Source: an optimization exercise on an open RTL-to-GDS flow (aim: small area, a short achievable clock period and few clock cycles). Production flows keep margins and buffers that such runs may drop. The RTL was checked by simulation tests, not by an equivalence proof against the original design. Power is estimated from default activity; no workload was simulated.

===== design/flow/design.v =====
module Reg #(WIDTH = 1, RESET_VAL = 0) (
  input clk,
  input rst,
  input [WIDTH-1:0] din,
  output reg [WIDTH-1:0] dout,
  input wen
);
  always @(posedge clk) begin
    if (rst) dout <= RESET_VAL;
    else if (wen) dout <= din;
  end
endmodule
module RegisterFile #(ADDR_WIDTH = 1, DATA_WIDTH = 1) (
  input clk,
  input [DATA_WIDTH-1:0] wdata,
  input [ADDR_WIDTH-1:0] waddr,
  input wen,
  output [DATA_WIDTH-1:0] rdata1,
  output [DATA_WIDTH-1:0] rdata2,
  input [ADDR_WIDTH-1:0] raddr1,
  input [ADDR_WIDTH-1:0] raddr2,
  output [DATA_WIDTH-1:0] a0
);
  reg [DATA_WIDTH-1:0] rf [2**ADDR_WIDTH-1:0];
  always @(posedge clk) begin
    if (wen) rf[waddr] <= wdata;
  end
  assign rdata1 = (raddr1=='b0) ?     'b0     :
                                      rf[raddr1];
  assign rdata2 = (raddr2=='b0) ?     'b0     :
                                      rf[raddr2];
  assign a0 = rf[10];
endmodule
module axi_interface (
    input           clock             ,
    input           reset             ,
    input           io_master_awready ,
    output          io_master_awvalid ,
    output  [31:0]  io_master_awaddr  ,
    output  [3:0]   io_master_awid    ,
    output  [7:0]   io_master_awlen   ,
    output  [2:0]   io_master_awsize  ,
    output  [1:0]   io_master_awburst ,
    input           io_master_wready  ,
    output          io_master_wvalid  ,
    output  [31:0]  io_master_wdata   ,
    output  [3:0]   io_master_wstrb   ,
    output          io_master_wlast   ,
    output          io_master_bready  ,
    input           io_master_bvalid  ,
    input   [1:0]   io_master_bresp   ,
    input   [3:0]   io_master_bid     ,
    input           io_master_arready ,
    output          io_master_arvalid ,
    output  [31:0]  io_master_araddr  ,
    output  [3:0]   io_master_arid    ,
    output  [7:0]   io_master_arlen   ,
    output  [2:0]   io_master_arsize  ,
    output  [1:0]   io_master_arburst ,
    output          io_master_rready  ,
    input           io_master_rvalid  ,
    input   [1:0]   io_master_rresp   ,
    input   [31:0]  io_master_rdata   ,
    input           io_master_rlast   ,
    input   [3:0]   io_master_rid     ,
    input   [31:0]  pc                ,
    input   [31:0]  npc               ,
    output  reg [31:0]  ist           ,
    input           mem_wen           ,
    input   [31:0]  mem_waddr         ,
    input   [31:0]  mem_wdata         ,
    input   [3:0]   mem_wmask         ,
    input           mem_ren           ,
    output  [31:0]  rdata_mem         ,
    input   [31:0]  mem_raddr         ,
    output          mem_rdone         ,
    input   [3:0]   mem_rmask
);
    localparam IDLE         = 4'd0;
    localparam IFU_AR       = 4'd1;
    localparam IFU_R        = 4'd2;
    localparam EXEU         = 4'd3;
    localparam LSU_AW       = 4'd4;
    localparam LSU_W        = 4'd5;
    localparam LSU_AW_2S    = 4'd6;
    localparam LSU_W_2S     = 4'd7;
    localparam LSU_AR       = 4'd8;
    localparam LSU_R        = 4'd9;
    localparam LSU_AR_2S    = 4'd10;
    localparam LSU_R_2S     = 4'd11;
    reg [3:0] state,next_state;
    wire read_mem ,write_mem;
    assign read_mem = (mem_raddr>=32'hf000000 & mem_raddr<=32'hfffffff) || (mem_raddr>=32'h20000000 & mem_raddr<=32'h20000fff) || (mem_raddr>=32'h10000000 & mem_raddr<=32'h10000fff) || (mem_raddr>=32'h80000000 & mem_raddr<=32'h9fffffff) || (mem_raddr>=32'h30000000 & mem_raddr<=32'h3fffffff) || (mem_raddr>=32'ha0000000 & mem_raddr<=32'ha1e84800);
    assign write_mem = (mem_waddr>=32'hf000000 & mem_waddr<=32'hfffffff) || (mem_waddr>=32'h10000000 & mem_waddr<=32'h10000fff) || (mem_waddr>=32'h80000000 & mem_waddr<=32'h9fffffff) || (mem_waddr>=32'ha0000000 & mem_waddr<=32'ha1e84800);
    reg need_2s;
    always@(posedge clock) begin
        if(reset) begin
            state <= IDLE;
        end
        else begin
            state <= next_state;
        end
    end
    always@(*) begin
        case(state) 
            IDLE: begin
                next_state = IFU_AR;
            end
            IFU_AR: begin
                if(io_master_arvalid & io_master_arready) begin
                    next_state = IFU_R;
                end
                else begin
                    next_state = IFU_AR;
                end
            end
            IFU_R: begin
                if(io_master_rready & io_master_rvalid) begin
                    next_state = EXEU;
                end
                else begin
                    next_state = IFU_R;
                end
            end
            EXEU: begin
                if( mem_wen ) begin
                    next_state = LSU_AW;
                end
                else if(mem_ren) begin
                    next_state = LSU_AR;
                end
                else begin
                    next_state = IFU_AR;
                end
            end
            LSU_AW: begin
                if(io_master_awvalid & io_master_awready) begin
                    next_state = LSU_W;
                end
                else begin
                    next_state = LSU_AW;
                end
            end
            LSU_W: begin
                if(io_master_wvalid & io_master_wready) begin
                    if(need_2s) begin
                        next_state = LSU_AW_2S;
                    end
                    else begin
                        next_state = IFU_AR;
                    end
                end
                else begin
                    next_state = LSU_W;
                end
            end
            LSU_AW_2S: begin
                if(io_master_awvalid & io_master_awready) begin
                    next_state = LSU_W_2S;
                end
                else begin
                    next_state = LSU_AW_2S;
                end
            end
            LSU_W_2S: begin
                if(io_master_wvalid & io_master_wready) begin
                    next_state = IFU_AR;
                end
                else begin
                    next_state = LSU_W_2S;
                end
            end
            LSU_AR: begin
                if(io_master_arvalid & io_master_arready) begin
                    next_state = LSU_R;
                end
                else begin
                    next_state = LSU_AR;
                end
            end
            LSU_R: begin
                if(io_master_rvalid & io_master_rready) begin
                    if(need_2s) begin
                        next_state = LSU_AR_2S;
                    end
                    else begin
                        next_state = IFU_AR;
                    end
                end
                else begin
                    next_state = LSU_R;
                end
            end
            LSU_AR_2S: begin
                if(io_master_arvalid & io_master_arready) begin
                    next_state = LSU_R_2S;
                end
                else begin
                    next_state = LSU_AR_2S;
                end
            end
            LSU_R_2S: begin
                if(io_master_rvalid & io_master_rready) begin
                    next_state = IFU_AR;
                end
                else begin
                    next_state = LSU_R_2S;
                end
            end
            default:
                next_state = IDLE;
        endcase
    end
    assign io_master_awvalid = ( state == LSU_AW ) || ( state == LSU_AW_2S );
    assign io_master_wvalid = ( state == LSU_W ) || ( state == LSU_W_2S );
    assign io_master_arvalid = ( state == IFU_AR || state == LSU_AR || state == LSU_AR_2S );
    assign io_master_rready = ( state == IFU_R || state == LSU_R || state == LSU_R_2S ); 
    assign io_master_awaddr = write_mem & state==LSU_AW ? {mem_waddr[31:2],2'b0} :
                              write_mem & state==LSU_AW_2S ? {mem_waddr[31:2]+1'b1,2'b0} :
                              mem_waddr ;
    assign io_master_awid = 'b0;
    assign io_master_awlen = 8'b0;
    assign io_master_awsize = 3'b010;
    assign io_master_awburst = 2'b01;
    assign io_master_wdata =!write_mem ? mem_wdata : 
                            state==LSU_W & mem_waddr[1:0]==2'd0 ? mem_wdata :
                            state==LSU_W & mem_waddr[1:0]==2'd1 ? {mem_wdata[23:0],8'b0} :
                            state==LSU_W & mem_waddr[1:0]==2'd2 ? {mem_wdata[15:0],16'b0} :
                            state==LSU_W & mem_waddr[1:0]==2'd3 ? {mem_wdata[7:0],24'b0} : 
                            state==LSU_W_2S & mem_waddr[1:0]==2'd1 ? {24'b0,mem_wdata[31:24]} :
                            state==LSU_W_2S & mem_waddr[1:0]==2'd2 ? {16'b0,mem_wdata[31:16]} :
                            state==LSU_W_2S & mem_waddr[1:0]==2'd3 ? {8'b0,mem_wdata[31:8]} :
                            'b0;
    assign io_master_wstrb =!write_mem ? mem_wmask :
                            state==LSU_W & mem_waddr[1:0]==2'd0 ? mem_wmask :
                            state==LSU_W & mem_waddr[1:0]==2'd1 ? mem_wmask<<1'b1 :
                            state==LSU_W & mem_waddr[1:0]==2'd2 ? mem_wmask<<2'd2 :
                            state==LSU_W & mem_waddr[1:0]==2'd3 ? mem_wmask<<2'd3 :
                            state==LSU_W_2S & mem_waddr[1:0]==2'd1 ? 4'b1 :
                            state==LSU_W_2S & mem_waddr[1:0]==2'd2 ? 4'b11 :
                            state==LSU_W_2S & mem_waddr[1:0]==2'd3 & mem_wmask==4'b11 ? 4'b1 :
                            state==LSU_W_2S & mem_waddr[1:0]==2'd3 & mem_wmask==4'b1111 ? 4'b111 : 4'b0;
    assign io_master_wlast = ( state == LSU_W ) || ( state == LSU_W_2S );
    assign io_master_bready = 1'b1;
    assign io_master_araddr = ( state == IFU_AR ) ? pc : 
                                state==LSU_AR & read_mem ? {mem_raddr[31:2],2'b0} :
                                state==LSU_AR_2S & read_mem ? {mem_raddr[31:2] + 1'b1,2'b0} :
                                mem_raddr ;
    assign io_master_arid = 'b0;
    assign io_master_arlen = 'b0;
    assign io_master_arsize = 3'b010;
    always@(posedge clock) begin
        if(state==LSU_AW) begin
            need_2s <= write_mem & ((mem_waddr[1:0]==2'd1 & mem_wmask==4'b1111) || (mem_waddr[1:0]==2'd2 & mem_wmask[3:2]!=2'b0) || (mem_waddr[1:0]==2'd3 & mem_wmask[3:1]!=3'b0));
        end
        else if(state==LSU_AR) begin
            need_2s <= read_mem & ((mem_raddr[1:0]==2'd1 & mem_rmask==4'b1111) || (mem_raddr[1:0]==2'd2 & mem_rmask[3:2]!=2'b0) || (mem_raddr[1:0]==2'd3 & mem_rmask[3:1]!=3'b0));
        end
        else if(state==EXEU) begin
            need_2s <= 'b0;
        end
    end
    assign io_master_arburst = 2'b01;
    always@(posedge clock) begin
        if(reset) begin
            ist <= 'b0;
        end
        else begin
            if(state == IFU_R & io_master_rvalid & io_master_rready) begin
                ist <= io_master_rdata;
            end
        end
    end
    reg [31:0] rdata_mem_mid;
    always@(posedge clock) begin
        if(state==LSU_R) begin
            if(io_master_rvalid & io_master_rready) begin
                rdata_mem_mid <= io_master_rdata;
            end
        end
    end
    assign rdata_mem = ( state == IFU_AR ) ? io_master_rdata :
                        !read_mem            ? io_master_rdata :
                        state == LSU_R & mem_raddr[1:0]==2'd0 ? io_master_rdata :
                        state == LSU_R & mem_raddr[1:0]==2'd1 ? {8'b0,io_master_rdata[31:8]} :
                        state == LSU_R & mem_raddr[1:0]==2'd2 ? {16'b0,io_master_rdata[31:16]} :
                        state == LSU_R & mem_raddr[1:0]==2'd3 ? {24'b0,io_master_rdata[31:24]} :
                        state == LSU_R_2S & mem_raddr[1:0]==2'd1 ? {io_master_rdata[7:0],rdata_mem_mid[31:8]} :
                        state == LSU_R_2S & mem_raddr[1:0]==2'd2 ? {io_master_rdata[15:0],rdata_mem_mid[31:16]} :
                        state == LSU_R_2S & mem_raddr[1:0]==2'd3 ? {io_master_rdata[23:0],rdata_mem_mid[31:24]} :
                        'b0;
    assign mem_rdone = state == EXEU ? !mem_ren :
                       state == LSU_R & !need_2s ? io_master_rvalid & io_master_rready :
                       state == LSU_R_2S         ? io_master_rvalid & io_master_rready :
                                'b0;
    wire addr_debug_axi_w,addr_debug_axi_r;
    assign addr_debug_axi_w = io_master_awaddr == 32'ha0005b48 & io_master_awvalid & io_master_awready;
    assign addr_debug_axi_r = io_master_araddr == 32'ha0005b48 & io_master_arvalid & io_master_arready;
endmodule
module ysyx_24080008 #(
  parameter RESET_VECTOR = 32'h30000000
)(
    input clock,reset,
    input io_interrupt,
    output         io_slave_awready,
    input          io_slave_awvalid,
    input   [31:0] io_slave_awaddr ,
    input   [3:0]  io_slave_awid   ,
    input   [7:0]  io_slave_awlen  ,
    input   [2:0]  io_slave_awsize ,
    input   [1:0]  io_slave_awburst,
    output         io_slave_wready ,
    input          io_slave_wvalid ,
    input   [31:0] io_slave_wdata  ,
    input   [3:0]  io_slave_wstrb  ,
    input          io_slave_wlast  ,
    input          io_slave_bready ,
    output         io_slave_bvalid ,
    output  [1:0]  io_slave_bresp  ,
    output  [3:0]  io_slave_bid    ,
    output         io_slave_arready,
    input          io_slave_arvalid,
    input   [31:0] io_slave_araddr ,
    input   [3:0]  io_slave_arid   ,
    input   [7:0]  io_slave_arlen  ,
    input   [2:0]  io_slave_arsize ,
    input   [1:0]  io_slave_arburst,
    input          io_slave_rready ,
    output         io_slave_rvalid ,
    output  [1:0]  io_slave_rresp  ,
    output  [31:0] io_slave_rdata  ,
    output         io_slave_rlast  ,
    output  [3:0]  io_slave_rid    ,
    input           io_master_awready ,
    output          io_master_awvalid ,
    output  [31:0]  io_master_awaddr  ,
    output  [3:0]   io_master_awid    ,
    output  [7:0]   io_master_awlen   ,
    output  [2:0]   io_master_awsize  ,
    output  [1:0]   io_master_awburst ,
    input           io_master_wready  ,
    output          io_master_wvalid  ,
    output  [31:0]  io_master_wdata   ,
    output  [3:0]   io_master_wstrb   ,
    output          io_master_wlast   ,
    output          io_master_bready  ,
    input           io_master_bvalid  ,
    input   [1:0]   io_master_bresp   ,
    input   [3:0]   io_master_bid     ,
    input           io_master_arready ,
    output          io_master_arvalid ,
    output  [31:0]  io_master_araddr  ,
    output  [3:0]   io_master_arid    ,
    output  [7:0]   io_master_arlen   ,
    output  [2:0]   io_master_arsize  ,
    output  [1:0]   io_master_arburst ,
    output          io_master_rready  ,
    input           io_master_rvalid  ,
    input   [1:0]   io_master_rresp   ,
    input   [31:0]  io_master_rdata   ,
    input           io_master_rlast   ,
    input   [3:0]   io_master_rid     
  );
  assign io_slave_awready = 'b0;
  assign io_slave_wready  = 'b0;
  assign io_slave_bvalid  = 'b0;
  assign io_slave_bresp   = 'b0;
  assign io_slave_bid     = 'b0;
  assign io_slave_arready = 'b0;
  assign io_slave_rvalid  = 'b0;
  assign io_slave_rresp   = 'b0;
  assign io_slave_rdata   = 'b0;
  assign io_slave_rlast   = 'b0;
  assign io_slave_rid     = 'b0;
wire [6:0] opcode,func7;
wire [2:0] func3;
wire [31:0] ist;
wire [31:0] pc;
assign opcode = ist[6:0];
assign func7  = ist[31:25];
assign func3  = ist[14:12];
wire    lui,auipc,jal,jalr,beq,bne,blt,bge,bltu,bgeu,lb,lh,lw,
        lbu,lhu,sb,sh,sw,addi,slti,sltiu,xori,ori,andi,slli,srli,
        srai,add,sub,sll,slt,sltu,xorr,srl,
        sra,orr,andd,ecall,mret,csrrw,csrrs;
assign lui      =   (opcode==7'b0110111); 
assign auipc    =   (opcode==7'b0010111); 
assign jal      =   (opcode==7'b1101111); 
assign jalr     =   (opcode==7'b1100111) && (func3==3'b000); 
assign beq      =   (opcode==7'b1100011) && (func3==3'b000); 
assign bne      =   (opcode==7'b1100011) && (func3==3'b001); 
assign blt      =   (opcode==7'b1100011) && (func3==3'b100); 
assign bge      =   (opcode==7'b1100011) && (func3==3'b101); 
assign bltu     =   (opcode==7'b1100011) && (func3==3'b110); 
assign bgeu     =   (opcode==7'b1100011) && (func3==3'b111); 
assign lb       =   (opcode==7'b0000011) && (func3==3'b000); 
assign lh       =   (opcode==7'b0000011) && (func3==3'b001); 
assign lw       =   (opcode==7'b0000011) && (func3==3'b010); 
assign lbu      =   (opcode==7'b0000011) && (func3==3'b100); 
assign lhu      =   (opcode==7'b0000011) && (func3==3'b101); 
assign sb       =   (opcode==7'b0100011) && (func3==3'b000); 
assign sh       =   (opcode==7'b0100011) && (func3==3'b001); 
assign sw       =   (opcode==7'b0100011) && (func3==3'b010); 
assign addi     =   (opcode==7'b0010011) && (func3==3'b000); 
assign slti     =   (opcode==7'b0010011) && (func3==3'b010); 
assign sltiu    =   (opcode==7'b0010011) && (func3==3'b011); 
assign xori     =   (opcode==7'b0010011) && (func3==3'b100); 
assign ori      =   (opcode==7'b0010011) && (func3==3'b110); 
assign andi     =   (opcode==7'b0010011) && (func3==3'b111); 
assign slli     =   (opcode==7'b0010011) && (func3==3'b001) && (func7==7'b0000000); 
assign srli     =   (opcode==7'b0010011) && (func3==3'b101) && (func7==7'b0000000); 
assign srai     =   (opcode==7'b0010011) && (func3==3'b101) && (func7==7'b0100000); 
assign add      =   (opcode==7'b0110011) && (func3==3'b000) && (func7==7'b0000000); 
assign sub      =   (opcode==7'b0110011) && (func3==3'b000) && (func7==7'b0100000); 
assign sll      =   (opcode==7'b0110011) && (func3==3'b001) && (func7==7'b0000000); 
assign slt      =   (opcode==7'b0110011) && (func3==3'b010) && (func7==7'b0000000); 
assign sltu     =   (opcode==7'b0110011) && (func3==3'b011) && (func7==7'b0000000); 
assign xorr     =   (opcode==7'b0110011) && (func3==3'b100) && (func7==7'b0000000); 
assign srl      =   (opcode==7'b0110011) && (func3==3'b101) && (func7==7'b0000000); 
assign sra      =   (opcode==7'b0110011) && (func3==3'b101) && (func7==7'b0100000); 
assign orr      =   (opcode==7'b0110011) && (func3==3'b110) && (func7==7'b0000000); 
assign andd     =   (opcode==7'b0110011) && (func3==3'b111) && (func7==7'b0000000); 
assign csrrw    =   (opcode==7'b1110011) && (func3==3'b001); 
assign csrrs    =   (opcode==7'b1110011) && (func3==3'b010); 
assign ecall    =   (ist==32'b00000000000000000000000001110011);
assign mret     =   (ist==32'b00110000001000000000000001110011);
wire inst_i,inst_u,inst_j,inst_b,inst_s; 
assign inst_i=jalr|lb|lh|lw|lbu|lhu|addi|slti|sltiu|xori|ori|andi|srli|slli|srai|csrrw|csrrs;
assign inst_u=auipc|lui;
assign inst_j=jal;
assign inst_b=beq|bne|blt|bge|bltu|bgeu;
assign inst_s=sb|sh|sw;
wire [31:0] imm;
wire [4:0] rs1,rs2,rd;
reg [31:0] rdata_mem;
assign imm =  inst_i ? {{20{ist[31]}},ist[31:20]}   : 
              inst_u ? {ist[31:12],12'b0}   :
              inst_j ? {{11{ist[31]}},ist[31],ist[19:12],ist[20],ist[30:21],1'b0}:
              inst_s ? {{20{ist[31]}},ist[31:25],ist[11:7]}:
              inst_b ? {{20{ist[31]}},ist[31],ist[7],ist[30:25],ist[11:8]}:'b0;
assign rs1 = ist[19:15] ;
assign rs2 = ist[24:20] ;
assign rd = ist[11:7] ;
wire [31:0] rf_wdata,rf_rdata1,rf_rdata2;
wire [4:0] rf_waddr,rf_raddr1,rf_raddr2;
wire rf_wen;
wire [31:0] csr_sel;
assign rf_waddr = rd ;
assign rf_raddr1 = rs1 ;
assign rf_raddr2 = rs2 ;
assign rf_wen=  lui|auipc|jal|jalr|lb|lh|lw|
                lbu|lhu|addi|slti|sltiu|xori|ori|andi|slli|srli|
                srai|add|sub|sll|slt|sltu|xorr|srl|
                sra|orr|andd|csrrs|csrrw ;
assign rf_wdata = lui   ?   imm     :
                  auipc ?   pc+imm  :
                  jal   ?   pc+4    :
                  jalr  ?   pc+4    :
                  lb    ?   {{24{rdata_mem[7]}},rdata_mem[7:0]} :
                  lh    ?   {{16{rdata_mem[15]}},rdata_mem[15:0]} :
                  lw    ?   rdata_mem:
                  lbu   ?   {24'b0,rdata_mem[7:0]} :
                  lhu   ?   {16'b0,rdata_mem[15:0]} :
                  addi  ?   rf_rdata1 + imm :
                  (slti&&(((rf_rdata1[31]==1)&&(imm[31]==0))||((rf_rdata1[31]==imm[31])&&(rf_rdata1[30:0]<imm[30:0]))))  ?   32'b1:
                  (sltiu&&(rf_rdata1<imm)) ?  32'b1   :
                  xori  ?   rf_rdata1 ^ imm :
                  ori   ?   rf_rdata1 | imm :
                  andi  ?   rf_rdata1 & imm :
                  slli  ?   rf_rdata1 <<imm :
                  srli  ?   rf_rdata1 >>imm :
                  srai  ?   ({32{rf_rdata1[31]}}<<(6'd32-{1'b0,imm[4:0]}))|(rf_rdata1>>imm[4:0]):
                  add   ?   rf_rdata1 + rf_rdata2:
                  sub   ?   rf_rdata1 - rf_rdata2:
                  sll   ?   rf_rdata1 <<rf_rdata2[4:0]:
                  (slt&&(((rf_rdata1[31]==1)&&(rf_rdata2[31]==0))||((rf_rdata1[31]==rf_rdata2[31])&&(rf_rdata1[30:0]<rf_rdata2[30:0]))))   ?  32'b1: 
                  (sltu&&(rf_rdata1<rf_rdata2))  ? 32'b1:
                  xorr  ?   rf_rdata1 ^ rf_rdata2 :
                  srl   ?   rf_rdata1 >> rf_rdata2[4:0] :
                  sra   ?   ({32{rf_rdata1[31]}}<<(6'd32-{1'b0,rf_rdata2[4:0]}))|(rf_rdata1>>rf_rdata2[4:0]):
                  orr   ?   rf_rdata1 | rf_rdata2 :
                  andd  ?   rf_rdata1 & rf_rdata2 :
                  csrrs ?   csr_sel :
                  csrrw ?   csr_sel :
                  32'b0;
wire mem_rdone;
wire [31:0] mepc,mtvec,mcause,mstatus;
wire [31:0] mepc_next,mtvec_next,mcause_next,mstatus_next;
wire mepc_en,mtvec_en,mcause_en,mstatus_en;
assign csr_sel  = (imm==32'h341)  ? mepc:
                  (imm==32'h342)  ? mcause:
                  (imm==32'h300)  ? mstatus:
                  (imm==32'h305)  ? mtvec:
                  (imm==32'hffffff11)  ? 32'h79737978 :
                  (imm==32'hffffff12)  ? 32'h016f6e88 :
                  32'b0;
assign mepc_next    = csrrw ? rf_rdata1   :
                      csrrs ? rf_rdata1|mepc  :
                      ecall ? pc :
                      32'b0;
assign mtvec_next   = csrrw ? rf_rdata1   :
                      csrrs ? rf_rdata1|mtvec  :
                      32'b0;
assign mcause_next  = csrrw ? rf_rdata1   :
                      csrrs ? rf_rdata1|mcause  :
                      ecall ? 32'hb   :
                      32'b0;
assign mstatus_next = csrrw ? rf_rdata1   :
                      csrrs ? rf_rdata1|mstatus  :
                      mret  ? {mstatus[31:13],2'b0,mstatus[10:8],1'b1,mstatus[6:4],mstatus[7],mstatus[2:0]}:
                      ecall ? {mstatus[31:13],2'b11,mstatus[10:8],mstatus[3],mstatus[6:4],1'b0,mstatus[2:0]}:
                      32'b0;
assign mepc_en      = ((imm==32'h341)&&(csrrw||csrrs)) | ecall ;
assign mtvec_en     = (imm==32'h305)&&(csrrw||csrrs);
assign mcause_en    = ((imm==32'h342)&&(csrrw||csrrs)) | ecall ;
assign mstatus_en   = ((imm==32'h300)&(csrrw|csrrs)) | mret | ecall ;
Reg #(32,32'h0) inst_mepc   (clock,reset,mepc_next,mepc,mepc_en & mem_rdone);
Reg #(32,32'h0) inst_mtvec  (clock,reset,mtvec_next,mtvec,mtvec_en & mem_rdone);
Reg #(32,32'h0) inst_mcause (clock,reset,mcause_next,mcause,mcause_en & mem_rdone);
Reg #(32,32'h1800) inst_mstatus(clock,reset,mstatus_next,mstatus,mstatus_en & mem_rdone);
wire [31:0] a0;
RegisterFile #(5,32) inst_RegisterFile 
(clock,rf_wdata,rf_waddr,rf_wen & mem_rdone,rf_rdata1,rf_rdata2,rf_raddr1,rf_raddr2,a0);
wire [31:0] pc_next ;
assign pc_next  =   jalr ?  (rf_rdata1 + imm) & 32'hfffffffe :
                    jal  ?  pc+imm  :
                    (beq&&(rf_rdata1==rf_rdata2))  ?  pc+(imm<<1) :
                    (bne&&(rf_rdata1!=rf_rdata2))  ?  pc+(imm<<1) :
                    (blt&&(((rf_rdata1[31]==1)&&(rf_rdata2[31]==0))||((rf_rdata1[31]==rf_rdata2[31])&&(rf_rdata1[30:0]<rf_rdata2[30:0])))) ? pc+(imm<<1):
                    (bltu&&(rf_rdata1<rf_rdata2))?pc+(imm<<1):
                    (bge&&(((rf_rdata1[31]==0)&&(rf_rdata2[31]==1))||((rf_rdata1[31]==rf_rdata2[31])&&(rf_rdata1[30:0]>=rf_rdata2[30:0])))) ? pc+(imm<<1):
                    (bgeu&&(rf_rdata1>=rf_rdata2))?pc+(imm<<1):
                    mret  ?   mepc  :
                    ecall ?   mtvec :
                    pc + 4          ;
Reg #(32,RESET_VECTOR) inst_pc (clock,reset,pc_next,pc,mem_rdone);
wire mem_ren;
wire mem_wen;
wire [31:0] mem_raddr;
wire [31:0] mem_wdata,mem_waddr;
wire [3:0] mem_wmask;
wire [3:0] mem_rmask;
assign mem_ren = lb | lbu |lh | lhu | lw ;
assign mem_wen = sb | sh | sw ;
assign mem_raddr =  lb ? (rf_rdata1 + imm) :
                    lbu? (rf_rdata1 + imm) :
                    lh ? (rf_rdata1 + imm) :
                    lhu? (rf_rdata1 + imm) :
                    lw ? (rf_rdata1 + imm) :
                    32'b0;
assign mem_wdata = rf_rdata2 ;
assign mem_waddr = rf_rdata1 + imm ;
assign mem_wmask =  sb ? 4'b0001 :
                    sh ? 4'b0011 :
                    sw ? 4'b1111 :
                    4'b0;
assign mem_rmask = lb | lbu ? 4'b0001 :
                   lh | lhu ? 4'b0011 :
                   lw       ? 4'b1111 :
                   'b0;
axi_interface u_axi_interface(
  .clock(clock),
  .reset(reset),
  .io_master_awready(io_master_awready) ,
  .io_master_awvalid(io_master_awvalid) ,
  .io_master_awaddr (io_master_awaddr) ,
  .io_master_awid   (io_master_awid) ,
  .io_master_awlen  (io_master_awlen) ,
  .io_master_awsize (io_master_awsize) ,
  .io_master_awburst(io_master_awburst) ,
  .io_master_wready (io_master_wready) ,
  .io_master_wvalid (io_master_wvalid) ,
  .io_master_wdata  (io_master_wdata) ,
  .io_master_wstrb  (io_master_wstrb) ,
  .io_master_wlast  (io_master_wlast) ,
  .io_master_bready (io_master_bready) ,
  .io_master_bvalid (io_master_bvalid) ,
  .io_master_bresp  (io_master_bresp) ,
  .io_master_bid    (io_master_bid) ,
  .io_master_arready(io_master_arready) ,
  .io_master_arvalid(io_master_arvalid) ,
  .io_master_araddr (io_master_araddr) ,
  .io_master_arid   (io_master_arid) ,
  .io_master_arlen  (io_master_arlen) ,
  .io_master_arsize (io_master_arsize) ,
  .io_master_arburst(io_master_arburst) ,
  .io_master_rready (io_master_rready) ,
  .io_master_rvalid (io_master_rvalid) ,
  .io_master_rresp  (io_master_rresp) ,
  .io_master_rdata  (io_master_rdata) ,
  .io_master_rlast  (io_master_rlast) ,
  .io_master_rid    (io_master_rid)   ,
  .pc               (pc)              ,
  .npc              (pc_next)         ,
  .ist              (ist)             ,
  .mem_wen          (mem_wen)         ,
  .mem_waddr        (mem_waddr)       ,
  .mem_wdata        (mem_wdata)       ,
  .mem_wmask        (mem_wmask)       ,
  .mem_ren          (mem_ren)         ,
  .rdata_mem        (rdata_mem)       ,
  .mem_raddr        (mem_raddr)       ,
  .mem_rdone        (mem_rdone)       ,
  .mem_rmask        (mem_rmask)
);
endmodule

===== design/flow/run.sh =====
#!/bin/bash
# synth_recipe.tcl (not shown) runs the flow's synth.tcl, then flattens the netlist and writes it again
# the make line also repeats each setting of config.mk as NAME=value (left out here)
make -C /OpenROAD-flow-scripts/flow DESIGN_CONFIG=/design/flow/config.mk WORK_HOME=/design/flow/orfs CLKGATE_MAP_FILE= SYNTH_SCRIPT=/design/flow/synth_recipe.tcl finish

===== design/flow/config.mk =====
export PLATFORM = sky130hd
export DESIGN_NAME = ysyx_24080008
export DESIGN_NICKNAME = ysyx_24080008
export VERILOG_FILES = /design/flow/design.v
export SDC_FILE = /design/flow/constraint.sdc
export NUM_CORES = 4
export LEC_CHECK = 0
export CAP_MARGIN = 20
export CORE_MARGIN = 2
export CORE_UTILIZATION = 30
export SETUP_SLACK_MARGIN = 0.5
export SLEW_MARGIN = 20

===== design/flow/constraint.sdc =====
create_clock -name core_clock -period 10.0 [get_ports {clock}]
set_input_delay 2.0000 -clock core_clock [delete_from_list [all_inputs] [get_ports {clock}]]
set_output_delay 2.0000 -clock core_clock [all_outputs]
set_load 0.01 [all_outputs]

==> impl_summary.txt <==
----------------------------------------------------
[Floorplanning]
  Initial cell density of the core ... 30.13%
  Die extent in x ... 538.7 um
  Die Y-Extent ... 538.7 um
  Area of the die ... 290,200 um2
  Floorplan core area ... 284,700 um2
  Number of top-level pins ... 383
  Number of rows created at floorplan ... 196

[Detailed routing]
  Post-route antenna net violation count ... 0
  Routed Wire Length ... 501,600 um
  Detail-routed net length per standard cell ... 40.40 um
  Count of TritonRoute iterations in the first routing pass ... 8
  Via Count ... 80,039
  Remaining routing DRC violations ... 0
  Via density ... 6.447
  DRC violation total after the first TritonRoute iteration ... 11,847

[STA]
  Final setup viols ... 0
  Hold WS ... 0.4487 ns
  Worst slew margin relative to its limit ... 10.77%
  Hold violation count in the final report ... 0
  Maximum clock rate ... 104.4 MHz
  Final period util ... 95.75%
  Actual slew at the worst max-slew pin ... 1.327 ns
  Setup repair after global routing missed its margin ... yes
  Clock period minus final worst setup slack ... 9.575 ns
  Setup clock skew after layout ... 0.08139 ns
  Count of final max-slew check failures ... 0

[Layout]
  Core occupancy in the finished layout ... 36.39%
  Net count, final ... 8,989
  Synth-to-layout area growth ... 20.80%
  Multi-input gate area ... 48,460 um2
  Final design area excluding fillers ... 103,600 um2
  Flip-flop and latch area ... 35,660 um2
  Number of filler cells placed in the layout ... 28,026
  Fraction of layout cells with a size suffix above 1 ... 25.23%

[CTS]
  Clock root cell ... clkbuf_16
  CTS tree ... built
  Clock network latency to the later pin of the worst-skew pair ... 0.86 ns
  Clock buffer count from CTS ... 145
  Num Clock Sinks ... 1,255
  Maximum count of clock buffers along a single path ... 4
  Level count of the clock H-tree ... 4
  Reg clk slew, reported paths ... 0.06 ns
  Cts-stage hold buffer count ... 0

[Synth]
  Distinct cells, synth ... 103
  Syn. warnings ... 5
  Most common cell in the synthesized netlist ... edfxtp_1
  Synthesis-stage register bit count ... 1,255
  Sequential-to-total area share from yosys stat ... 41.53%
  Summed instance area of the synthesized netlist ... 85,780 um2
  Most frequently used flop master after synthesis ... edfxtp_1
  Top cell type's share of synthesized area ... 36.72%
  Gate count after technology mapping ... 7,910
  Library cell with the largest summed area after synthesis ... edfxtp_1
  Synth async-reset ratio ... 0%
  Cell types with the largest area share after synthesis ... edfxtp_1 (37%), mux4_2 (16%), dfxtp_1 (4.8%)
  Mean instance size in the synthesized netlist ... 10.84 um2
  Most frequent cells after synthesis ... edfxtp_1 (1,049), nor2_1 (703), nand2_1 (685), a21oi_1 (637), mux4_2 (593)
  Number of enable flip-flop cells after synthesis ... 1,049

[Global routing]
  Overall global routing resource usage ... 33.35%
  Total grt overflow ... 0
  Antenna violations before repair ... 45
  First-pass GRT wire length ... 668,200 um
  Pin count of the biggest net entering global routing ... 107
  Vias in the first global route ... 75,853

[Min path]
  Path category of the worst min-delay check ... reg2reg

[Critical path]
  Delay of the slowest cell on the worst path ... 0.59 ns
  Slowest library cell on the worst path ... clkdlybuf4s50_1
  Required arrival time at the worst endpoint ... 8.00 ns
  Critical path class ... reg2out
  Crit path max fanout ... 7
  Type of element capturing the critical path ... primary output
  Register-to-register setup slack ... 0.85 ns
  Crit start category ... flop
  CP Data Arrival Time ... 7.57 ns

[Placed design]
  Cell area reported after detailed placement ... 96,880 um2
  Detailed placer's ending HPWL ... 372,700 um
  Final RePlAce weighted congestion ... 1.069
  Port bufs ... 142

[Power and ir drop]
  Leakage power figure ... 38.02 nW
  Pwr per Cell Area ... 115.7 nW/um2
  Largest vdd supply drop ... 0.1528 mV

[Run status]
  Outcome ... finished clean

[Job]
  MaxCap Viol Count ... 0

----------------------------------------------------
-- final timing paths --
check | endpoint | cells after the start | from
worst max-delay path | io_master_araddr[18] | 27 | flop
worst min-delay path | inst_mstatus.dout[30] | 2 | inst_mstatus.dout[30]
worst max register to register | inst_RegisterFile.rf[19][7] | 37 | flop
worst min register to register | inst_mstatus.dout[30] | 2 | inst_mstatus.dout[30]
-- sequential cells by signal, indices dropped and copies added (netlist names), named ones only --
name,flops
inst_pc.dout,32
u_axi_interface.ist,32
inst_mcause.dout,32
u_axi_interface.state,4
inst_mstatus.dout,32
u_axi_interface.rdata_mem_mid,24
u_axi_interface.need_2s,1
inst_mtvec.dout,32
inst_RegisterFile.rf,1024
inst_mepc.dout,32
-- per-stage QoR --
step | setup TNS [ns] | worst slack, ns | std cells | power, W
6_report | 0 | 0.4255 | 12415 | 0.01199
5_1_grt | 0 | 0.2762 | 12394 | 0.01224
4_1_cts | 0 | 0.3307 | 12357 | 0.01198
3_5_place_dp | -0.03983 | -0.03137 | 12064 | 0.006817
3_3_place_gp | -0.03451 | -0.03451 | 12062 | 0.006813
2_1_floorplan | 0 | 1.017 | 7993 | 0.006295
-- final cells by class --
class	instances	share of cell area [%]
multi-input combinational	5856	46.77
sequential	1255	34.41
timing repair buffer	1063	9.133
tap	3762	4.543
clock buffer	181	3.702
inverter	205	0.7547
clock inverter	67	0.6231
antenna	26	0.06279
-- kinds of logic (layout without fill, tap and decap cells) --
group                    count (synthesis)  after routing  synth area share [%]
other                                    2            111              0.008755
adder cells (fa/ha/maj)                270            270                 3.991
AND/OR/NAND/NOR                       2177           2177                 11.52
multiplexers                           909            909                 19.34
flip-flops                            1255           1255                 41.53
XOR/XNOR                               182            182                 1.858
AO/OA/AOI/OAI                         2233           2233                 17.18
buffers and inverters                  882           1516                 4.572
-- report_power, final --
| part | internal [W] | switching (W) | total [W] | leakage [nW] |
|---|---|---|---|---|
| combinational | 0.000374 | 0.000735 | 0.00111 | 22.9 |
| clock | 0.00302 | 0.00219 | 0.00521 | 2.18 |
| sequential | 0.00564 | 0.0000320 | 0.00567 | 13.0 |
| total | 0.00903 | 0.00296 | 0.0120 | 38.0 |
-- cells in the final DEF (no fill, tap or decap), types with 48 or more instances in the layout --
master | synthesis | layout
edfxtp_1 | 1049 | 1049
a211oi_1 | 123 | 112
a21oi_1 | 637 | 609
nand3_1 | 174 | 170
clkbuf_16 | 0 | 151
o22ai_1 | 127 | 125
o211ai_1 | 98 | 98
a31oi_1 | 78 | 68
nand2_1 | 685 | 679
nor3_1 | 198 | 172
inv_1 | 196 | 187
dlygate4sd2_1 | 0 | 48
a22oi_1 | 74 | 70
clkdlybuf4s50_1 | 0 | 50
ha_1 | 264 | 250
mux2i_1 | 258 | 255
o221ai_1 | 57 | 57
buf_12 | 0 | 54
xnor2_1 | 136 | 131
and3_1 | 61 | 57
dfxtp_1 | 206 | 195
o21ai_0 | 408 | 376
mux4_2 | 593 | 593
a21o_1 | 90 | 89
a221oi_1 | 90 | 87
nor2_1 | 703 | 640
buf_4 | 109 | 833
mux2_2 | 58 | 58
conb_1 | 2 | 85
-- critical path: cells and delay by family, from the launching register on --
family / cells / cell delay (ns)
buf+inv: 9 / 1.82
simple gates: 7 / 1.65
compound gates: 7 / 1.43
mux: 2 / 1.01
flops: 1 / 0.39
fa+ha+maj: 1 / 0.32
xor+xnor: 1 / 0.10
-- routing by layer --
metal | share of wire (%) | vias to the layer above | GRT usage [%] | routed length (um)
li1 | - | 32102 | - | -
met1 | 38 | 40923 | 42.39 | 191700
met2 | 43 | 5549 | 49.57 | 214100
met3 | 10 | 1431 | 8.218 | 51860
met4 | 8.7 | 34 | 23.62 | 43640
met5 | 0.051 | - | 0 | 254
-- repair_timing --
action,CTS,global route
setup buffers,39,26
gates resized for setup,230,167
endpoints found under the setup margin,97,128
pin swaps,28,26
cloned,6,4
Testbench counts, summed over its fixed seeds: cycles 98,411.

==> port drivers added, routing unchanged <==
No port has a modelled driver above. Below, the same layout with a new extraction and two added sets of constraints. Step 1, drivers: a clkbuf_16 drives clock and a buf_2 each remaining input, both assumed. Step 2 adds t to the input delays and takes it off the output delays; t is the mean of the earliest and latest rising clock arrival at the registers after step 1. Input paths then give back, and output paths get back, about the clock's delay inside the block. Three values: ideal, step 1, step 2; two values: the first two.
t, ns: 0.907
setup WS [ns]: 0.425 / 0.333 / 0.849
worst setup path at the end: register to register
After both steps this run still meets setup and hold. The setup slack of this run moves by -0.092 ns with the drivers and by +0.424 ns with both steps.
